Context: an optimization exercise on an open-source flow, tuned for small area, a short achievable clock period and few clock cycles. The choices shown serve that exercise and are no tape-out recipe. Where RTL was checked, it was by simulation tests only, not by an equivalence proof against the original.

==> job 6829 <==
## CONV
module  CONV(
            input		  clk,
            input		  reset,
            output		  busy,
            input		  ready,
            output [11:0] iaddr,
            input  [19:0] idata,
            output	 	  cwr,
            output [11:0] caddr_wr,
            output [19:0] cdata_wr,
            output	 	  crd,
            output [11:0] caddr_rd,
            input  [19:0] cdata_rd,
            output [ 2:0] csel
        );
clock: 10.0 ns
lec_check: 0
cap_margin: 20
core_margin: 2
core_utilization: 40
cts_cluster_diameter: 100
cts_cluster_size: 25
slew_margin: 20
synth_hierarchical: 1
run.sh (not shown) runs the stock make flow with config.mk's settings and CLKGATE_MAP_FILE= SYNTH_SCRIPT=/design/flow/synth_recipe.tcl, a recipe that flattens the netlist after the stock synthesis.
==> job 9192: changes against job 6829 <==
- CORE_UTILIZATION: 40 -> 65
- CTS_CLUSTER_DIAMETER: 100 -> unset
- CTS_CLUSTER_SIZE: 25 -> unset
- PLACE_DENSITY: unset -> 0.75
==> job 2275: changes against job 6829 <==
- CTS_CLUSTER_DIAMETER: 100 -> unset
- CTS_CLUSTER_SIZE: 25 -> unset
==> comparison table <==
metric                                                               job 2275                 job 9192                 job 6829
Sequential cell area share                                              37.6%                    38.3%                    39.1%
Filler cell count                                                        9729                     4318                     9913
FF-to-FF End                                            cdata_wr_r[3]$_DFF_P_    cdata_wr_r[3]$_DFF_P_           r1[73]$_DFF_P_
Place WS                                                              6.44 ns                  6.37 ns                  6.44 ns
Clock Skew                                                          0.0238 ns                0.0578 ns                0.0376 ns
Maximum level of the CTS H-tree                                             3                        3                        2
Source of the worst register-to-register timing path           r2[42]$_DFF_P_           r2[75]$_DFF_P_           sr[48]$_DFF_P_
Number of non-clock buffers                                               113                      117                      113
Die Y-Extent                                                      338 microns              266 microns              338 microns
Largest net degree at the start of global routing                          43                       40                       43
Die span in x                                                     338 microns              266 microns              338 microns
Maximum clock frequency                                               271 MHz                  268 MHz                  271 MHz
Relative slew slack                                                     23.1%                    21.3%                    18.7%
Detailed route wirelength on metal2                             53900 microns            58400 microns            52800 microns
Result of the run                                     complete, no violations  complete, no violations  complete, no violations
Worst Hold Slack                                                     0.318 ns                 0.288 ns                 0.307 ns
Die area                                                         114000 sq um              70900 sq um             114000 sq um
Non-clock buffers, area share                                           2.17%                    2.31%                    2.25%
Synth-to-Final Area Change                                              14.0%                    11.9%                    9.64%
Clk pin slew, worst setup/hold paths                                  0.06 ns                  0.06 ns                  0.10 ns
Wire length of the first global-routing pass                   181000 microns           187000 microns           179000 microns
No functional check of the RTL was part of any run of this note.

==> inputs of juniper <==
CONV, a different RTL version from the one above (not shown whole).
clock: 10.0 ns
lec_check: 0
cap_margin: 20
core_margin: 2
core_utilization: 40
cts_cluster_diameter: 100
cts_cluster_size: 25
slew_margin: 20
synth_hierarchical: 1
standard.sh (not shown) runs the stock make flow with config.mk's settings and CLKGATE_MAP_FILE= SYNTH_SCRIPT=/design/flow/synth_recipe.tcl, a recipe that flattens the netlist after the stock synthesis.
==> flow/flow/run.sh <==
#!/bin/bash
# Own layout flow: the standard flow (standard.sh, unchanged synthesis,
# floorplan, power grid and tap cells), with buf_2 cells as the port buffers
# instead of the delay buffer buffer_ports picks by default, and repair_timing
# aiming for 6.8 ns of setup slack.
# The full make/ORFS output goes to flow_standard.log in the work folder;
# ORFS also keeps a log per step under orfs/logs.
set -euo pipefail
bash standard.sh \
  "BUFFER_PORTS_ARGS=-buffer_cell sky130_fd_sc_hd__buf_2" \
  SETUP_SLACK_MARGIN=6.8 \
  finish > flow_standard.log 2>&1
==> pepper: changes against juniper <==
--- a/flow/design.v
+++ b/flow/design.v
@@ -22,13 +22,13 @@
 reg  [3:0] ws;         
 reg  [6:0] wq;         
 reg  [3:0] wr;         
 reg        cwr_r, csel1_r;
 reg [11:0] caddr_wr_r, caddr_rd_r;
 reg [19:0] cdata_wr_r;
-reg [19:0] rb, pm, pa_r;
+reg [19:0] pm, pa_r;
 assign busy     = busy_r;
 assign iaddr    = {ry[5:0], rx[5:0]};
 assign cwr      = cwr_r;
 assign caddr_wr = caddr_wr_r;
 assign cdata_wr = cdata_wr_r;
 assign crd      = busy_r;
@@ -2215,13 +2215,13 @@
 wire [4:0] pi    = pt[5:1];        
 wire       ph    = pt[0];          
 wire [3:0] psx   = wlow ? ws - 4'd1 : ws;
 wire       pact  = wq != 7'd2 && !(ws == 4'd0 && wlow);
 wire       l0we  = wq != 7'd0 && ws != 4'd8;
 wire [6:0] wx    = wq - 7'd1;
-wire [19:0] pmax = (rb > pm) ? rb : pm;
+wire [19:0] pmax = (cdata_rd > pm) ? cdata_rd : pm;
 always @(posedge clk or posedge reset) begin
     if (reset) begin
         busy_r  <= 1'b0;
         wact    <= 1'b0;
         cwr_r   <= 1'b0;
         csel1_r <= 1'b0;
@@ -2259,19 +2259,18 @@
         wr <= wr + 4'd1;
     if (wr[3])
         caddr_wr_r <= {2'b00, psx[2:0], ph, wr[0], pi};
     else
         caddr_wr_r <= {ws[2:0], wr[2:0], wx[5:0]};
     caddr_rd_r <= {psx[2:0], ph, wr[2], wr[0], pi, wr[1]};
-    cdata_wr_r <= wr[3] ? (wr[0] ? pmax : pa_r) : relu;
-    rb <= cdata_rd;
-    if (wr == 4'd2 || wr == 4'd6)
-        pm <= rb;
-    else
+    cdata_wr_r <= wr[3] ? (wr[0] ? pm : pa_r) : relu;
+    if (wr == 4'd1 || wr == 4'd5)
+        pm <= cdata_rd;
+    else if (wr != 4'd9)
         pm <= pmax;
-    if (wr == 4'd5)
+    if (wr == 4'd4)
         pa_r <= pmax;
 end
 endmodule
 module CONV_fa(input a, input b, input c, output s, output co);
 assign s  = a ^ b ^ c;
 assign co = (a & b) | (a & c) | (b & c);
==> flow/flow/run.sh (replaced) <==
#!/bin/bash
# Own layout flow: the standard flow (standard.sh, unchanged synthesis,
# floorplan, power grid and tap cells), with buf_2 cells as the port buffers
# instead of the delay buffer buffer_ports picks by default, and repair_timing
# aiming for 6.6 ns of setup slack.
# The full make/ORFS output goes to flow_standard.log in the work folder;
# ORFS also keeps a log per step under orfs/logs.
set -euo pipefail
bash standard.sh \
  "BUFFER_PORTS_ARGS=-buffer_cell sky130_fd_sc_hd__buf_2" \
  SETUP_SLACK_MARGIN=6.6 \
  finish > flow_standard.log 2>&1
==> results.cfg <==
[status]
status = finished clean

[cells_and_area]
fin_nets = 4137
num-nonclk-inverters = 241

[floorplanning]
rows = 122
fp.dieArea_um2 = 114000

[global_route]
grt_util_met3 = 0.06183
grt_pass1_vias = 24260

[worst_setup_path]
critPathSlowestCell = fa_1
crit_arrival_ns = 3.79

[logic_synthesis]
synthCells = 2856
synthArstFlopShare = 0.004228
synth-xor-area-share = 0.01003

[clocking]
post_cts_resized = 95
insertion_delay_ns = 0.67

[placed_design]
routabilityCongestion = 1.009
dp_cells = 4433

[route]
routed_via_density = 4.938
routed_wl_um = 123300

[sta]
period_share = 0.3246
# the run above: juniper

==> results.cfg <==
[global_route]
grt_util_met3 = 0.04158
grt_pass1_vias = 23870

[worst_setup_path]
critical_path_class = primary input to flop
crit_arrival_ns = 3.91
critPathSlowestCell = a31oi_4

[sta]
slew_viol_final = 0

[route]
routed_wl_um = 118900

[cells_and_area]
num-nonclk-inverters = 223
regMostFlops = sr

[logic_synthesis]
synth-xor-area-share = 0.01012
synthCells = 2769
synth_top_family_by_area = adder cells
synthArstFlopShare = 0.004320

[clocking]
post_cts_resized = 31
insertion_delay_ns = 0.66

[placed_design]
dp_cells = 4335

[status]
status = finished clean

[floorplanning]
rows = 121
fp.dieArea_um2 = 113100
# the run above: pepper

Testbench counts of pepper, summed over its fixed seeds: cycles 94,302.
The RTL of juniper was laid out without a check of its function.

-- afterwards: timing with drivers on the ports --
How much do the figures lean on ideal ports? The routed layouts below were timed once more, with nothing changed but the port constraints.
Step 1 (the two cells are an assumption about what drives the block):
set clk [get_ports {clk}]
set_driving_cell -lib_cell sky130_fd_sc_hd__clkbuf_16 $clk
set_driving_cell -lib_cell sky130_fd_sc_hd__buf_2 [delete_from_list [all_inputs] $clk]
Step 2 adds t to the input delays and takes it off the output delays; t is the mean of the earliest and latest rising clock arrival at the registers after step 1. Input paths then give back, and output paths get back, about the clock's delay inside the block.
a / b / c = ideal / step 1 / step 2; a / b = the first two.
| run | t (ns) | setup slack, ns | hold slack, ns | latest minus earliest clock arrival (ns) | worst slew at a driven data input, ns |
|---|---|---|---|---|---|
| job 6829 | 0.740 | 6.309 / 6.241 / 6.470 | 0.307 / 0.307 / 0.307 | 0.044 / 0.043 | 0.05 |
| job 9192 | 0.734 | 6.273 / 6.205 / 6.321 | 0.288 / 0.288 / 0.288 | 0.067 / 0.067 | 0.06 |
| job 2275 | 0.746 | 6.313 / 6.244 / 6.480 | 0.318 / 0.318 / 0.318 | 0.025 / 0.025 | 0.05 |
| juniper | 0.709 | 6.754 / 6.735 / 6.754 | 0.295 / 0.295 / 0.295 | 0.060 / 0.060 | 0.06 |
| pepper | 0.721 | 6.508 / 6.528 / 5.807 | 0.317 / 0.317 / 0.317 | 0.040 / 0.040 | 0.07 |
After both steps every run listed still meets setup and hold. The setup slack of pepper, which loses most, moves by +0.020 ns with the drivers and by -0.701 ns with both steps.
